Background: an optimization exercise with open tools, aiming at small area, a short achievable clock period and few clock cycles per item. Do not read the settings as production practice.
In this exercise RTL edits were held to simulation tests only and were not proved equivalent to the original.

## main
module main(
    input clk,
    input rst,
    input start,
    input [7:0] a,
    input [7:0] b,
    output wire ready,
    output wire busy,
    output reg [8:0] y
);
reg ready_r;
reg [4:0] kh;          
reg [8:0] r;           
reg [7:0] x;           
reg ak, bk;            
assign ready = ready_r;
assign busy = ~ready_r;
wire [5:0] ab3 = {a[7:5], b[7:5]};
wire [8:0] qr3;
assign qr3[0] = (ab3 == 6'd9) | (ab3 == 6'd10) | (ab3 == 6'd11) | (ab3 == 6'd12) | (ab3 == 6'd13) | (ab3 == 6'd14) | (ab3 == 6'd15) | (ab3 == 6'd17) | (ab3 == 6'd25) | (ab3 == 6'd29) | (ab3 == 6'd30) | (ab3 == 6'd31) | (ab3 == 6'd33) | (ab3 == 6'd36) | (ab3 == 6'd37) | (ab3 == 6'd38) | (ab3 == 6'd39) | (ab3 == 6'd41) | (ab3 == 6'd43) | (ab3 == 6'd44) | (ab3 == 6'd45) | (ab3 == 6'd49) | (ab3 == 6'd51) | (ab3 == 6'd52) | (ab3 == 6'd57) | (ab3 == 6'd59) | (ab3 == 6'd60) | (ab3 == 6'd63);
assign qr3[1] = (ab3 == 6'd27) | (ab3 == 6'd36) | (ab3 == 6'd38) | (ab3 == 6'd47) | (ab3 == 6'd52) | (ab3 == 6'd61);
assign qr3[2] = (ab3 == 6'd18) | (ab3 == 6'd19) | (ab3 == 6'd20) | (ab3 == 6'd21) | (ab3 == 6'd22) | (ab3 == 6'd23) | (ab3 == 6'd26) | (ab3 == 6'd34) | (ab3 == 6'd36) | (ab3 == 6'd37) | (ab3 == 6'd42) | (ab3 == 6'd44) | (ab3 == 6'd46) | (ab3 == 6'd50) | (ab3 == 6'd53) | (ab3 == 6'd55) | (ab3 == 6'd58) | (ab3 == 6'd62);
  ...
Size in the first run: ~550 cells after synthesis, about 30 I/O pins, roughly 4200 um^2 of cells after synthesis.
export LEC_CHECK = 0
export CAP_MARGIN = 20
export CORE_MARGIN = 2
export CORE_UTILIZATION = 40
export SETUP_SLACK_MARGIN = 0.7
export SLEW_MARGIN = 20
create_clock -name core_clock -period 5.0 [get_ports {clk}]
standard.sh (not shown) runs the stock make flow with config.mk's settings and CLKGATE_MAP_FILE= SYNTH_SCRIPT=/design/flow/synth_recipe.tcl, a recipe that flattens the netlist after the stock synthesis.
==> flow/flow/run.sh <==
#!/bin/bash
# The standard layout (the standard.sh: the standard synthesis, then ORFS to
# the routed layout), with the input and output ports buffered by the smallest
# buffer, sky130_fd_sc_hd__buf_1, instead of the one buffer_ports picks itself.
# make's full output goes to standard.log in the work folder; ORFS's own logs
# stay under orfs/logs.
set -euo pipefail
export BUFFER_PORTS_ARGS="-buffer_cell sky130_fd_sc_hd__buf_1"
bash standard.sh finish > standard.log 2>&1
The baseline finished with timing, DRC and antenna clean.
Testbench counts at the start, summed over its fixed seeds: cycles 12,288, items 2,048.
Then changed:
--- a/flow/config.mk
+++ b/flow/config.mk
@@ -11 +11 @@
-export SETUP_SLACK_MARGIN = 0.7
+export SETUP_SLACK_MARGIN = 1.6
Result: The new run produced a clean layout. Via count came out higher by about 3%. Final cell count came out higher by about 3.3%. Wire length came out higher by 6.8%. Worst setup slack gets better by 0.33 ns. Area after synthesis stays the same. Global-route usage came out higher by 0.61 points. Fmax came out higher by 9.0%. Non-clock buffer count came out higher by 23.
Then changed:
--- a/flow/config.mk
+++ b/flow/config.mk
@@ -11 +11,3 @@
-export SETUP_SLACK_MARGIN = 1.6
+export CTS_CLUSTER_DIAMETER = 100
+export CTS_CLUSTER_SIZE = 30
+export SETUP_SLACK_MARGIN = 1.3
=>
- cell count shrinks by 2.1%
- non-clock buffer count shrinks by 15
- fmax hardly moves
- synthesized area stays the same
- global-route usage shrinks by 0.34 points
- design area shrinks by 5.4%
Then changed:
--- a/flow/config.mk
+++ b/flow/config.mk
@@ -7,0 +8 @@
+export ABC_AREA = 1
@@ -11,2 +11,0 @@
-export CTS_CLUSTER_DIAMETER = 100
-export CTS_CLUSTER_SIZE = 30
Result:
- The changed run ran to the end with no violations
- register-to-register slack gains 0.11 ns
- hold slack is about the same
- global-route usage rises by 2.7 points
- synthesized cell count rises by 23%
- routed wire length rises by 19%
- worst setup slack gains 0.11 ns
- area after synthesis rises by 6.3%
- clock-buffer cell count does not change
- core utilization falls by 1.3 points
- final cell count rises by 20%


main, a different RTL version from the one above (not shown whole).
Size in the first run: roughly 560 cells after synthesis, roughly 35 flip-flops, ~30 I/O pins, about 4300 um2 of cells after synthesis.
make LEC_CHECK=0 CAP_MARGIN=20 CORE_MARGIN=2 CORE_UTILIZATION=40 SETUP_SLACK_MARGIN=1.0 SLEW_MARGIN=20 finish   # period 5.0 ns
run.sh (not shown) runs the stock make flow with config.mk's settings and CLKGATE_MAP_FILE= SYNTH_SCRIPT=/design/flow/synth_recipe.tcl, a recipe that flattens the netlist after the stock synthesis.
Stock flow here: none of the scripts above is used.
Testbench counts at the start, summed over its fixed seeds: cycles 12,288, items 2,048.
==> next run, changes <==
==> flow/flow/run.sh (new file) <==
#!/bin/bash
# The standard layout (the standard.sh: the standard synthesis, then ORFS to
# the routed layout), with the input and output ports buffered by the smallest
# buffer, sky130_fd_sc_hd__buf_1, instead of the one buffer_ports picks itself.
# make's full output goes to standard.log in the work folder; ORFS's own logs
# stay under orfs/logs.
set -euo pipefail
export BUFFER_PORTS_ARGS="-buffer_cell sky130_fd_sc_hd__buf_1"
bash standard.sh finish > standard.log 2>&1
==> flow/standard.sh (new file) <==
#!/bin/bash
# synth_recipe.tcl (not shown) runs the flow's synth.tcl, then flattens the netlist and writes it again
# the make line also repeats each setting of config.mk as NAME=value (left out here)
make -C /OpenROAD-flow-scripts/flow DESIGN_CONFIG=/design/flow/config.mk WORK_HOME=/design/flow/orfs CLKGATE_MAP_FILE= SYNTH_SCRIPT=/design/flow/synth_recipe.tcl "${@:-finish}"
removed: flow/run.sh
The new run finished clean; critical path depth climbs by 3; synthesized area stays the same.


Setup of run 1:
main again, from the RTL that the note above started with.
==> flow/config.mk <==
export PLATFORM = sky130hd
export DESIGN_NAME = main
export DESIGN_NICKNAME = main
export VERILOG_FILES = /design/flow/design.v
export SDC_FILE = /design/flow/constraint.sdc
export NUM_CORES = 4
export LEC_CHECK = 0
export CAP_MARGIN = 20
export CORE_MARGIN = 2
export CORE_UTILIZATION = 40
export SETUP_SLACK_MARGIN = 0.8
export SLEW_MARGIN = 20
==> flow/constraint.sdc <==
create_clock -name core_clock -period 5.0 [get_ports {clk}]
set_input_delay 1.0000 -clock core_clock [delete_from_list [all_inputs] [get_ports {clk}]]
set_output_delay 1.0000 -clock core_clock [all_outputs]
set_load 0.01 [all_outputs]
Stock flow here: none of the scripts above is used.
Testbench counts of run 1, summed over its fixed seeds: cycles 12,288, items 2,048.
Setup changes, run 1 to run 2
Settings: TNS_END_PERCENT: unset -> 100; GPL_ROUTABILITY_DRIVEN: unset -> 0; SETUP_SLACK_MARGIN: 0.8 -> 1.0.
==> flow/flow/run.sh (new file) <==
#!/bin/bash
# The standard layout (the standard.sh: the standard synthesis, then ORFS to
# the routed layout), with the input and output ports buffered by the smallest
# buffer, sky130_fd_sc_hd__buf_1, instead of the one buffer_ports picks itself.
# make's full output goes to standard.log in the work folder; ORFS's own logs
# stay under orfs/logs.
set -euo pipefail
export BUFFER_PORTS_ARGS="-buffer_cell sky130_fd_sc_hd__buf_1"
bash standard.sh finish > standard.log 2>&1
==> flow/standard.sh (new file) <==
#!/bin/bash
# synth_recipe.tcl (not shown) runs the flow's synth.tcl, then flattens the netlist and writes it again
# the make line also repeats each setting of config.mk as NAME=value (left out here)
make -C /OpenROAD-flow-scripts/flow DESIGN_CONFIG=/design/flow/config.mk WORK_HOME=/design/flow/orfs CLKGATE_MAP_FILE= SYNTH_SCRIPT=/design/flow/synth_recipe.tcl "${@:-finish}"
removed: flow/run.sh
## What came out
- Run 2 against run 1: worst hold slack across all endpoints held, area added between synthesis and finish went down 2.5 points.
- Worst path setup slack after routing in run 2 is 0.21 ns higher than in run 1
- Of run 2 and run 1, run 2 shows the lower met2 routed wirelength, with run 1 above it.
- Cmp run 2 vs run 1: clock skew higher in run 2
Here is what was changed in the inputs of run 3 compared with run 2.
Settings: changing CORE_UTILIZATION from 40 to 50; removing GPL_ROUTABILITY_DRIVEN (formerly 0); setting PLACE_DENSITY to 0.75 for the first time; removing TNS_END_PERCENT (formerly 100).
Layout overhead on the synthesized area: run 3 lower than run 2. Cell total after placement | run 3 below run 2. In the flow results for run 3 and run 2, the met2 usage is smaller on run 2. Run 3 against run 2: critical path depth lower, non-clock buffer count higher, highest net fanout along the worst path higher, post-layout instance count excluding filler cells lower. Run 3: flow completed, timing, DRC and antenna clean.
diff inputs: run 3 => run 4
Settings: SETUP_SLACK_MARGIN now 1.5, was 1.0; PLACE_DENSITY no longer set, was 0.75; CORE_UTILIZATION now 40, was 50.
==> flow/run.sh (new file) <==
#!/bin/bash
# synth_recipe.tcl (not shown) runs the flow's synth.tcl, then flattens the netlist and writes it again
# the make line also repeats each setting of config.mk as NAME=value (left out here)
make -C /OpenROAD-flow-scripts/flow DESIGN_CONFIG=/design/flow/config.mk WORK_HOME=/design/flow/orfs CLKGATE_MAP_FILE= SYNTH_SCRIPT=/design/flow/synth_recipe.tcl finish
removed: flow/flow/run.sh
removed: flow/standard.sh
Findings:
There was hardly any difference in clock-pin slew on the worst setup and hold paths between run 4 and run 3. Between run 4 and run 3, it is run 4 whose post-detailed-routing wire length is higher, by about 8%. Going from run 3 to run 4, post-route fraction of the period consumed by the critical path shrinks by 2.8 points.


## xenon
Another version of the RTL of main (not shown whole).
Size: ~460 cells after synthesis, about 4100 um2 of cells after synthesis.
Settings: LEC_CHECK=0, CAP_MARGIN=20, CORE_MARGIN=2, CORE_UTILIZATION=60, PLACE_DENSITY=0.7, SLEW_MARGIN=20; clock period 5.0 ns.
Stock flow here: none of the scripts above is used.
xenon finished end to end and its layout was clean on timing, DRC and antenna.
Testbench counts of xenon, summed over its fixed seeds: cycles 14,336, items 2,048.
Input changes introduced in willow (baseline for comparison: xenon):
# xenon
export LEC_CHECK = 0
export CAP_MARGIN = 20
export CORE_MARGIN = 2
export CORE_UTILIZATION = 60
export PLACE_DENSITY = 0.7
export SLEW_MARGIN = 20
create_clock -name core_clock -period 5.0 [get_ports {clk}]
# willow
export LEC_CHECK = 0
export CAP_MARGIN = 20
export CORE_MARGIN = 2
export CORE_UTILIZATION = 40
export SETUP_SLACK_MARGIN = 0.5
export SLEW_MARGIN = 20
create_clock -name core_clock -period 5.0 [get_ports {clk}]
Notes after the runs:
Diff willow..xenon | total number of sequential cells | unchanged. willow: flow completed, timing, DRC and antenna clean. willow vs. xenon: arrival time at the worst endpoint went down 0.11 ns; share of post-route cells with drive strength above 1 went up 7.8 points; worst setup slack went up 0.29 ns.
Input-level comparison between harbor and willow:
# willow
export LEC_CHECK = 0
export CAP_MARGIN = 20
export CORE_MARGIN = 2
export CORE_UTILIZATION = 40
export SETUP_SLACK_MARGIN = 0.5
export SLEW_MARGIN = 20
create_clock -name core_clock -period 5.0 [get_ports {clk}]
# harbor
export LEC_CHECK = 0
export CAP_MARGIN = 20
export CORE_MARGIN = 2
export CORE_UTILIZATION = 40
export SLEW_MARGIN = 20
create_clock -name core_clock -period 5.0 [get_ports {clk}]
Notes after the runs:
On harbor: transition time of the tightest slew-check pin is 0.0043 ns higher than what willow gave. harbor: post-detailed-route wirelength per cell 0.30 um below willow. Summary: with willow as the reference, fmax in harbor moved down by a few percent. Changes observed in harbor relative to willow: utilization decreased by 2.8 points relative to the old numbers, synthesis-to-finish area growth went down by 6.9 points, global-route usage was more or less identical. Compare willow and harbor | register area lower: harbor.
Modified inputs, maple compared to harbor
# harbor
export LEC_CHECK = 0
export CAP_MARGIN = 20
export CORE_MARGIN = 2
export CORE_UTILIZATION = 40
export SLEW_MARGIN = 20
create_clock -name core_clock -period 5.0 [get_ports {clk}]
# maple
export LEC_CHECK = 0
export ABC_AREA = 1
export CAP_MARGIN = 20
export CORE_MARGIN = 2
export CORE_UTILIZATION = 40
export SLEW_MARGIN = 20
create_clock -name core_clock -period 5.0 [get_ports {clk}]
## What came out
Of the two values seen for most common cell after layout, fill and taps aside, sky130_fd_sc_hd__nand2_1 was produced by maple and sky130_fd_sc_hd__ha_1 by harbor. Initial detailed-routing violation count: maple worse than harbor. On maple: maximum frequency is 2.4% higher than what harbor gave. Of maple and harbor, the run reporting the higher final critical delay including setup and external delays was harbor. Final setup slack of the worst path (higher): maple. Diff harbor -> maple | floorplan die width | increase of 2.5%.

==> static timing again, ports no longer ideal <==
Ports are ideal in the flow. The routed layouts listed here were re-timed in OpenROAD. Step 1, drivers: a clkbuf_16 drives clk and a buf_2 each remaining input, both assumed. Step 2 also shifts input and output timing later by t, the mid clock arrival at the registers, as if the neighbouring blocks saw the same clock. a / b / c = ideal ports / drivers / drivers and shift; a / b = the first two.
| run | t, ns | setup slack, ns | hold WS [ns] | cell pins on the clock port's net |
|---|---|---|---|---|
| the first run of note 1 | 0.325 | 1.041 / 1.041 / 1.041 | 0.441 / 0.441 / 0.441 | 1 |
| the second run of note 1 | 0.315 | 1.369 / 1.369 / 1.369 | 0.444 / 0.444 / 0.444 | 1 |
| the third run of note 1 | 0.324 | 1.378 / 1.378 / 1.378 | 0.440 / 0.440 / 0.440 | 1 |
| the fourth run of note 1 | 0.322 | 1.484 / 1.484 / 1.357 | 0.443 / 0.443 / 0.443 | 1 |
| the first run of note 2 | 0.327 | 1.107 / 1.107 / 1.107 | 0.444 / 0.444 / 0.444 | 1 |
| the second run of note 2 | 0.325 | 1.144 / 1.144 / 1.144 | 0.440 / 0.440 / 0.440 | 1 |
| run 1 | 0.330 | 0.931 / 0.931 / 0.931 | 0.441 / 0.441 / 0.441 | 1 |
| run 2 | 0.325 | 1.144 / 1.144 / 1.144 | 0.440 / 0.440 / 0.440 | 1 |
| run 3 | 0.325 | 1.023 / 1.023 / 1.023 | 0.456 / 0.456 / 0.456 | 1 |
| run 4 | 0.331 | 1.162 / 1.162 / 1.162 | 0.451 / 0.451 / 0.451 | 1 |
| xenon | 0.337 | 0.316 / 0.316 / 0.316 | 0.479 / 0.479 / 0.479 | 1 |
| willow | 0.333 | 0.602 / 0.602 / 0.382 | 0.478 / 0.478 / 0.478 | 1 |
| harbor | 0.335 | 0.339 / 0.339 / 0.339 | 0.479 / 0.479 / 0.479 | 1 |
| maple | 0.326 | 0.448 / 0.448 / 0.448 | 0.465 / 0.465 / 0.465 | 1 |
After both steps setup and hold are still met in every run listed. The setup slack of willow, which loses most, moves by 0.000 ns with the drivers and by -0.220 ns with both steps.
